What follows belongs to an exercise in optimizing a design on an open flow for small area, a short achievable clock period and few clock cycles; a production flow would make more cautious choices.
Function was checked by simulation only, so behaviour that the tests miss may differ from the original.
Power figures rest on the tool's default switching activity, not on a simulated workload.

==> inputs of zinc <==
Design registers, start of the top module:
module registers (
	input				axi_clk,
	input		[11:0]	h2f_axi_awid,
	input		[29:0]	h2f_axi_awaddr,
	input				h2f_axi_awvalid,
	output	reg			h2f_axi_awready,
	input		[31:0]	h2f_axi_wdata,
	input		[3:0]	h2f_axi_wstrb,
	input				h2f_axi_wlast,
	input				h2f_axi_wvalid,
	output	reg			h2f_axi_wready,
	output		[11:0]	h2f_axi_bid,
	output		[1:0]	h2f_axi_bresp,
	output	reg			h2f_axi_bvalid,
	input				h2f_axi_bready,
	input		[11:0]	h2f_axi_arid,
	input		[29:0]	h2f_axi_araddr,
	input		[3:0]	h2f_axi_arlen,
	input				h2f_axi_arvalid,
	output	reg			h2f_axi_arready,
	output		[11:0]	h2f_axi_rid,
	output	reg	[31:0]	h2f_axi_rdata,
	output		[1:0]	h2f_axi_rresp,
	output	reg			h2f_axi_rlast,
	output	reg			h2f_axi_rvalid,
	input				h2f_axi_rready,
	input		[31:0]	reg_fpga_rev,
	input				reg_sw1_4,
	input				reg_sw1_3,
	input				reg_sw1_2,
	input				reg_sw1_1,
	output	reg			reg_jp3_4,
	output	reg			reg_jp3_3,
	output	reg			reg_jp3_2,
	output	reg			reg_jp3_1,
	output	reg			reg_led_8,
	output	reg			reg_led_7,
	output	reg			reg_led_6,
	input				reg_led_5,
	output	reg	[20:1]	reg_jp5,
	output	reg	[6:1]	reg_jp4_rxn,
	output	reg	[6:1]	reg_jp4_rxp,
	output	reg	[6:1]	reg_jp4_txn,
	output	reg	[6:1]	reg_jp4_txp,
	input				axi_rst
);
	assign h2f_axi_bresp = 2'b00;
	assign h2f_axi_rresp = 2'b00;
	reg		[11:0]	oid;
	assign h2f_axi_bid = oid;
	assign h2f_axi_rid = oid;
	reg				dir;		 
	reg				wact;		 
	reg				wfirst;		 
	reg				wbuf;		 
	reg				wapply;		 
	reg				bpend;		 
	reg				eng;		 
	reg				eng_new;	 
	reg		[4:0]	addr;		 
	reg		[3:0]	aux;		 
	reg		[11:0]	xid;		 
	reg		[3:0]	esel;		 
	wire aw_hs = h2f_axi_awvalid & h2f_axi_awready;
	wire w_hs  = h2f_axi_wvalid  & h2f_axi_wready;
	wire ar_hs = h2f_axi_arvalid & h2f_axi_arready;
	wire hs_id = aw_hs | ar_hs;
	wire [11:0] id_in = dir ? h2f_axi_arid : h2f_axi_awid;
	wire [3:0] hstb = {h2f_axi_rdata[31], h2f_axi_rdata[30], h2f_axi_rdata[23], h2f_axi_rdata[22]};
	wire [31:0] wcap = {h2f_axi_wstrb[3], h2f_axi_wstrb[2], h2f_axi_wdata[29:24],
	                    h2f_axi_wstrb[1], h2f_axi_wstrb[0], h2f_axi_wdata[21:0]};
	wire wk     = w_hs & (wact | aw_hs);		 
  ...
Settings: LEC_CHECK=0, CAP_MARGIN=20, CORE_AREA=10 10 150 150, CTS_BUF_LIST=sky130_fd_sc_hd__clkbuf_8, CTS_CLUSTER_SIZE=40, DIE_AREA=0 0 160 160, PLACE_DENSITY=0.5, SETUP_SLACK_MARGIN=2.3, SLEW_MARGIN=20; clock period 4.0 ns.
standard.sh (not shown) runs the stock make flow with config.mk's settings and CLKGATE_MAP_FILE= SYNTH_SCRIPT=/design/flow/synth_recipe.tcl, a recipe that flattens the netlist after the stock synthesis.
==> flow/flow/run.sh <==
#!/bin/bash
set -euo pipefail
bash standard.sh 'BUFFER_PORTS_ARGS=-buffer_cell sky130_fd_sc_hd__buf_1' finish > make.log 2>&1
==> quartz: changes against zinc <==
--- a/flow/design.v
+++ b/flow/design.v
@@ -84,13 +84,14 @@
 	wire rload    = (ar_hs | eng) & out_free;		 
 	wire [3:0] rrem = eng ? aux : h2f_axi_arlen;
 	wire [4:0] rsel = eng ? addr : h2f_axi_araddr[6:2];
 	wire [4:0] ra = h2f_axi_araddr[6:2];
 	wire [3:0] adec = {ra == 5'd3, ra == 5'd2, ra == 5'd1, ra == 5'd0};
 	wire [3:0] sel = eng ? esel : adec;
-	wire [4:0] rnext = rsel + 5'd1;
+	wire [4:0] addr1 = addr + 5'd1;
+	wire [4:0] rnext = eng ? addr1 : ra + 5'd1;
 	wire rfirst   = ar_hs | eng_new;
 	wire eng_n    = rload ? (rrem != 4'd0) : (eng | ar_hs);
 	wire eng_new_n = ~rload & (eng_new | ar_hs);
 	wire rvalid_n = rload | (h2f_axi_rvalid & ~h2f_axi_rready);
 	wire [31:0] w1 = {12'b0, reg_sw1_4, reg_sw1_3, reg_sw1_2, reg_sw1_1, 4'b0,
 	                  reg_jp3_4, reg_jp3_3, reg_jp3_2, reg_jp3_1, 4'b0,
@@ -142,19 +143,19 @@
 		end
 	end
 	always @(posedge axi_clk) begin
 		if (aw_hs)
 			addr <= h2f_axi_awaddr[6:2];
 		else if (w_hs & ~wfirst & wact)
-			addr <= addr + 5'd1;
+			addr <= addr1;
 		else if (rload)
 			addr <= rnext;
 		else if (ar_hs)
 			addr <= h2f_axi_araddr[6:2];
 		if (rload)
-			esel <= {rnext == 5'd3, rnext == 5'd2, rnext == 5'd1, rnext == 5'd0};
+			esel <= {sel[2:0], rsel == 5'd31};
 		else if (ar_hs)
 			esel <= adec;
 		if (lone_w)
 			aux[0] <= h2f_axi_wlast;
 		else if (dir)
 			aux <= rload ? rrem - 4'd1 : rrem;
==> flow/flow/run.sh (replaced) <==
#!/bin/bash
set -euo pipefail
bash standard.sh 'BUFFER_PORTS_ARGS=-buffer_cell sky130_fd_sc_hd__buf_1' \
  'CTS_ARGS=-sink_clustering_enable -repair_clock_nets -buf_list sky130_fd_sc_hd__clkbuf_8 -sink_clustering_size 40 -dont_use_dummy_load' \
  finish > make.log 2>&1
==> flow/config.mk (replaced) <==
export PLATFORM = sky130hd
export DESIGN_NAME = registers
export DESIGN_NICKNAME = registers
export VERILOG_FILES = /design/flow/design.v
export SDC_FILE = /design/flow/constraint.sdc
export NUM_CORES = 4
export LEC_CHECK = 0
export ABC_AREA = 1
export CAP_MARGIN = 20
export CORE_AREA = 10 10 150 150
export CTS_BUF_LIST = sky130_fd_sc_hd__clkbuf_8
export CTS_CLUSTER_SIZE = 40
export DIE_AREA = 0 0 160 160
export PLACE_DENSITY = 0.5
export SETUP_SLACK_MARGIN = 2.0
export SLEW_MARGIN = 20
==> tundra: changes against zinc <==
--- a/flow/config.mk
+++ b/flow/config.mk
@@ -8,8 +8,8 @@
 export CAP_MARGIN = 20
 export CORE_AREA = 10 10 150 150
 export CTS_BUF_LIST = sky130_fd_sc_hd__clkbuf_8
 export CTS_CLUSTER_SIZE = 40
 export DIE_AREA = 0 0 160 160
 export PLACE_DENSITY = 0.5
-export SETUP_SLACK_MARGIN = 2.3
+export SETUP_SLACK_MARGIN = 2.0
 export SLEW_MARGIN = 20
==> qor summary <==
metric	zinc	quartz	tundra
Power Internal	0.003761 W	0.002953 W	0.003183 W
Total Wirelength	25150 um	19830 um	22180 um
Number of gates resized after cts	91	16	33
Fill count	1790	2099	1956
R2r startpoint	eng	addr[2]	addr[2]
Setup slack of the most critical reg-to-reg path	1.93 ns	2.11 ns	1.98 ns
Hold endpoint	xid[7]	xid[7]	xid[4]
Via total after detailed routing	6230	5264	5599
Status	complete, no violations	complete, no violations	complete, no violations
Mux cell area share after synthesis	2.440%	0%	2.440%
Final worst hold slack	0.4448 ns	0.4862 ns	0.4628 ns
Power in sequential cells	0.00231 W	0.00229 W	0.00232 W
Clock network area share	3.882%	3.041%	4.297%
Endpoint of the worst setup timing path	esel[3]	addr[0]	esel[3]
Leakage power of the design	3.979 nW	2.839 nW	2.939 nW
Leading cell type in the layout, fill and taps excluded	sky130_fd_sc_hd__buf_4	sky130_fd_sc_hd__buf_1	sky130_fd_sc_hd__buf_1
Placer Congestion	0.8037	0.7927	0.7995
Critical path origin	h2f_axi_araddr[2]	h2f_axi_arvalid	h2f_axi_araddr[2]
Switching portion of total power	36.68%	37.46%	37.96%
Fraction of power consumed by the clock network	19.0%	17.0%	21.0%
Fin area	10020 um^2	7695 um^2	8503 um^2
Testbench counts of zinc, summed over its fixed seeds: cycles 12,061.
Testbench counts of quartz, summed over its fixed seeds: cycles 12,061.
Testbench counts of tundra, summed over its fixed seeds: cycles 12,061.

-- static timing again, ports no longer ideal --
How much do the figures lean on ideal ports? The routed layouts below were timed once more, with nothing changed but the port constraints.
Step 1: set_driving_cell puts a clkbuf_16 on axi_clk and a buf_2 on each other input, an assumption about the parent block.
Step 2 also shifts input and output timing later by t, the mid clock arrival at the registers, as if the neighbouring blocks saw the same clock.
a / b / c = no drivers / after step 1 / after step 2; a / b = the first two.
run	t, ns	setup slack, ns	hold slack, ns	worst setup path at the end	pins driven straight from the clock port
zinc	0.483	1.861 / 1.847 / 1.363	0.445 / 0.445 / 0.445	input to register	1
quartz	0.457	2.090 / 2.104 / 1.647	0.486 / 0.486 / 0.486	input to register	1
tundra	0.479	1.934 / 1.905 / 1.426	0.463 / 0.463 / 0.463	input to register	1
After both steps every run listed still meets setup and hold. The setup slack of tundra, which loses most, moves by -0.029 ns with the drivers and by -0.508 ns with both steps.
